Background: an optimization exercise with open tools, aiming at small area, a short achievable clock period and few clock cycles per item. Do not read the settings as production practice.
Function was checked by simulation only, so behaviour that the tests miss may differ from the original.

==> flow/design.v (excerpt) <==
module angle_frame(
	input clk,
	input rst,
	input start,
	input [11:0] x,
	input [11:0] y,
	output [55:0] frame,
	output frame_valid
    );
Settings: LEC_CHECK=0, CAP_MARGIN=20, CORE_MARGIN=2, CORE_UTILIZATION=40, CTS_BUF_LIST=sky130_fd_sc_hd__clkbuf_16, CTS_CLUSTER_DIAMETER=80, CTS_CLUSTER_SIZE=24, SETUP_SLACK_MARGIN=4.8, SLEW_MARGIN=20, SYNTH_MEMORY_MAX_BITS=65536; clock period 8.0 ns.
standard.sh (not shown) runs the stock make flow with config.mk's settings and CLKGATE_MAP_FILE= SYNTH_SCRIPT=/design/flow/synth_recipe.tcl, a recipe that flattens the netlist after the stock synthesis.
==> flow/flow/run.sh <==
#!/bin/bash
# Layout flow: the standard synthesis, then the combinational logic
# (everything but the flip-flops, which keep their names and cells) is
# re-mapped by ABC with an area-recovering script; then the standard
# layout from the netlist, with sky130_fd_sc_hd__buf_2 port buffers.
# Every tool's output goes to a log file in this folder.
set -euo pipefail
bash standard.sh synth > flow_synth.log 2>&1
R=orfs/results/sky130hd/angle_frame/base
cp $R/1_2_yosys.v $R/1_2_yosys_standard.v
LIB=$FLOW_HOME/platforms/sky130hd/lib/sky130_fd_sc_hd__tt_025C_1v80.lib
sed -e "s#@IN@#$R/1_2_yosys_standard.v#" -e "s#@OUT@#$R/1_2_yosys.v#" \
    -e "s#@LIB@#$LIB#g" -e "s#@ABC@#flow/resynth.abc#" flow/resynth.ys > resynth.ys
yosys -l yosys_resynth.log -q resynth.ys > /dev/null 2>&1
bash standard.sh BUFFER_PORTS_ARGS="-buffer_cell sky130_fd_sc_hd__buf_2" finish > flow_finish.log 2>&1
Other scripts of this flow, unchanged in this note and not shown: flow/flow/resynth.abc, flow/flow/resynth.ys
Testbench counts at the start, summed over its fixed seeds: cycles 155,428, frames 8,000.
Next try:
Settings changed: CORE_UTILIZATION 40 to 30, SETUP_SLACK_MARGIN 4.8 to 4.6.
After rerunning: Maximum frequency goes down by about 2.3%. Core utilization decreases by 14 points. Die area came out higher by 33%. First-iteration DRC count went down by 2.3%. Final area decreases by 4.6%. Synthesized area is unchanged. Clock skew came out lower by 6.3 ps.
Next try:
Settings changed: CORE_UTILIZATION 30 to 50.
The new run passed the timing, design-rule and antenna checks.
Global-route usage increases by 12 points.
Count of clock-buffer cells in the layout is unchanged.
Wire length is higher by 2.7%.
Next try:
Settings changed: CORE_UTILIZATION 50 to 40, CTS_BUF_LIST sky130_fd_sc_hd__clkbuf_16 to unset, CTS_CLUSTER_DIAMETER 80 to unset, CTS_CLUSTER_SIZE 24 to unset.
After rerunning: Core utilization went down by 12 points; setup slack improved by 53 ps; via count went down by 1.3%; cell count went up by 3.8%.

* * *

Another version of the RTL of angle_frame (not shown whole).
Size in the first run: about 84 I/O pins, ~15000 um^2 of cells after synthesis.
Settings: LEC_CHECK=0, CAP_MARGIN=20, CORE_MARGIN=2, CORE_UTILIZATION=40, CTS_BUF_LIST=sky130_fd_sc_hd__clkbuf_16, CTS_CLUSTER_DIAMETER=80, CTS_CLUSTER_SIZE=24, SETUP_SLACK_MARGIN=4.6, SLEW_MARGIN=20, SYNTH_MEMORY_MAX_BITS=65536; clock period 8.0 ns.
==> flow/flow/resynth.abc <==
strash
dch
map -B 0.4
topo
stime -c
upsize -c
dnsize -c
==> flow/flow/resynth.ys <==
read_liberty -overwrite -ignore_miss_func @LIB@
read_verilog -overwrite @IN@
hierarchy -top angle_frame
setattr -mod -set keep_hierarchy 1 sky130_fd_sc_hd__df*
flatten
opt_clean
abc -script @ABC@ -liberty @LIB@ -dont_use sky130_fd_sc_hd__lpflow_bleeder_1 -dont_use sky130_fd_sc_hd__lpflow_clkbufkapwr_1 -dont_use sky130_fd_sc_hd__lpflow_clkbufkapwr_16 -dont_use sky130_fd_sc_hd__lpflow_clkbufkapwr_2 -dont_use sky130_fd_sc_hd__lpflow_clkbufkapwr_4 -dont_use sky130_fd_sc_hd__lpflow_clkbufkapwr_8 -dont_use sky130_fd_sc_hd__lpflow_clkinvkapwr_1 -dont_use sky130_fd_sc_hd__lpflow_clkinvkapwr_16 -dont_use sky130_fd_sc_hd__lpflow_clkinvkapwr_2 -dont_use sky130_fd_sc_hd__lpflow_clkinvkapwr_4 -dont_use sky130_fd_sc_hd__lpflow_clkinvkapwr_8 -dont_use sky130_fd_sc_hd__lpflow_decapkapwr_12 -dont_use sky130_fd_sc_hd__lpflow_decapkapwr_3 -dont_use sky130_fd_sc_hd__lpflow_decapkapwr_4 -dont_use sky130_fd_sc_hd__lpflow_decapkapwr_6 -dont_use sky130_fd_sc_hd__lpflow_decapkapwr_8 -dont_use sky130_fd_sc_hd__lpflow_inputiso0n_1 -dont_use sky130_fd_sc_hd__lpflow_inputiso0p_1 -dont_use sky130_fd_sc_hd__lpflow_inputiso1n_1 -dont_use sky130_fd_sc_hd__lpflow_inputiso1p_1 -dont_use sky130_fd_sc_hd__lpflow_inputisolatch_1 -dont_use sky130_fd_sc_hd__lpflow_isobufsrc_1 -dont_use sky130_fd_sc_hd__lpflow_isobufsrc_16 -dont_use sky130_fd_sc_hd__lpflow_isobufsrc_2 -dont_use sky130_fd_sc_hd__lpflow_isobufsrc_4 -dont_use sky130_fd_sc_hd__lpflow_isobufsrc_8 -dont_use sky130_fd_sc_hd__lpflow_isobufsrckapwr_16 -dont_use sky130_fd_sc_hd__lpflow_lsbuf_lh_hl_isowell_tap_1 -dont_use sky130_fd_sc_hd__lpflow_lsbuf_lh_hl_isowell_tap_2 -dont_use sky130_fd_sc_hd__lpflow_lsbuf_lh_hl_isowell_tap_4 -dont_use sky130_fd_sc_hd__lpflow_lsbuf_lh_isowell_4 -dont_use sky130_fd_sc_hd__lpflow_lsbuf_lh_isowell_tap_1 -dont_use sky130_fd_sc_hd__lpflow_lsbuf_lh_isowell_tap_2 -dont_use sky130_fd_sc_hd__lpflow_lsbuf_lh_isowell_tap_4 -dont_use sky130_fd_sc_hd__probe_p_8 -dont_use sky130_fd_sc_hd__probec_p_8 
opt_clean -purge
hilomap -singleton -hicell sky130_fd_sc_hd__conb_1 HI -locell sky130_fd_sc_hd__conb_1 LO
setundef -zero
splitnets
opt_clean -purge
stat -liberty @LIB@
delete =sky130_fd_sc_hd__*
write_verilog -noattr -noexpr -nohex -nodec @OUT@
Scripts as last shown in full above: flow/flow/run.sh
Testbench counts at the start, summed over its fixed seeds: cycles 155,428, frames 8,000.
Next try:
==> flow/flow/resynth.abc (replaced) <==
strash
dch
map -B 0.2
topo
dnsize
Hold slack gets worse by 0.0041 ns.
Via count went up by 5.4%.
Final cell count went down by 0.67%.
Utilization went up by 2.4 points.
Count of clock-buffer cells in the layout stays the same.
Worst setup slack gets worse by 0.19 ns.
Next try:
==> flow/flow/resynth.abc (replaced) <==
strash
dch
map -B 0.2
topo
stime -c
upsize -c
dnsize -c
- CORE_UTILIZATION: 40 -> 30
- SETUP_SLACK_MARGIN: 4.6 -> 4.7
=> Final cell count grows by a few percent; fmax grows by a few percent; count of clock-buffer cells in the layout is unchanged; routed wire length drops by a few percent.
Next try:
- CORE_UTILIZATION: 30 -> 35
- SETUP_SLACK_MARGIN: 4.7 -> 4.6
The new run went through all stages and came out clean.
Routed wire length went up by a few percent.
Design area went down slightly.
Via count went up slightly.
Next try:
- CORE_UTILIZATION: 35 -> 40
- GPL_ROUTABILITY_DRIVEN: unset -> 0
The changed run finished clean.
Setup slack is better by 0.0033 ns.
Routed wire length falls by 5.4%.
Global-route usage rises by 1.8 points.
Sequential share of layout area rises by 0.26 points.
Next try:
==> flow/flow/resynth.abc (replaced) <==
strash
dch
map -B 0.4
topo
stime -c
upsize -c
dnsize -c
- GPL_ROUTABILITY_DRIVEN: 0 -> unset
- SETUP_SLACK_MARGIN: 4.6 -> 4.7
Effect:
- The changed run finished with timing, DRC and antenna clean
- final cell count climbs by 1.8%
- sequential share of layout area drops by 0.17 points
- design area climbs by 1.5%
- hold slack improved by 0.0055 ns
- clock-buffer cell count drops by 1
- maximum frequency drops by 3.8%
- setup slack got worse by 0.13 ns
- die area drops by 1.8%
- register-to-register slack is about the same

==> static timing again, ports no longer ideal <==
No port has a modelled driver above. Below, the same layouts with a new extraction and two added sets of constraints.
Step 1, drivers: a clkbuf_16 drives clk and a buf_2 each remaining input, both assumed.
Step 2 moves the port delays by t, midway between the first and last clock arrival at a register: inputs arrive t later, outputs are due t later. That takes back most of the time a late clock gives input paths.
Three values: no drivers, after step 1, after step 2; two values: the first two.
| run | shift t [ns] | setup WS [ns] | worst setup path after step 2 |
|---|---|---|---|
| the first run of note 1 | 0.533 | 4.799 / 4.789 / 4.264 | input to register |
| the second run of note 1 | 0.539 | 4.723 / 4.670 / 4.246 | input to register |
| the third run of note 1 | 0.512 | 4.631 / 4.639 / 4.127 | input to register |
| the fourth run of note 1 | 0.526 | 4.684 / 4.629 / 4.204 | input to register |
| the first run of note 2 | 0.519 | 4.697 / 4.693 / 4.174 | input to register |
| the second run of note 2 | 0.518 | 4.505 / 4.542 / 4.023 | input to register |
| the third run of note 2 | 0.544 | 4.709 / 4.708 / 4.164 | input to register |
| the fourth run of note 2 | 0.523 | 4.693 / 4.665 / 4.224 | input to register |
| the fifth run of note 2 | 0.508 | 4.696 / 4.688 / 4.180 | input to register |
| the sixth run of note 2 | 0.510 | 4.565 / 4.569 / 4.059 | input to register |
After both steps setup and hold are still met in every run listed. For the third run of note 2, which loses most, drivers alone change the setup slack by -0.001 ns; drivers and shift together by -0.545 ns.
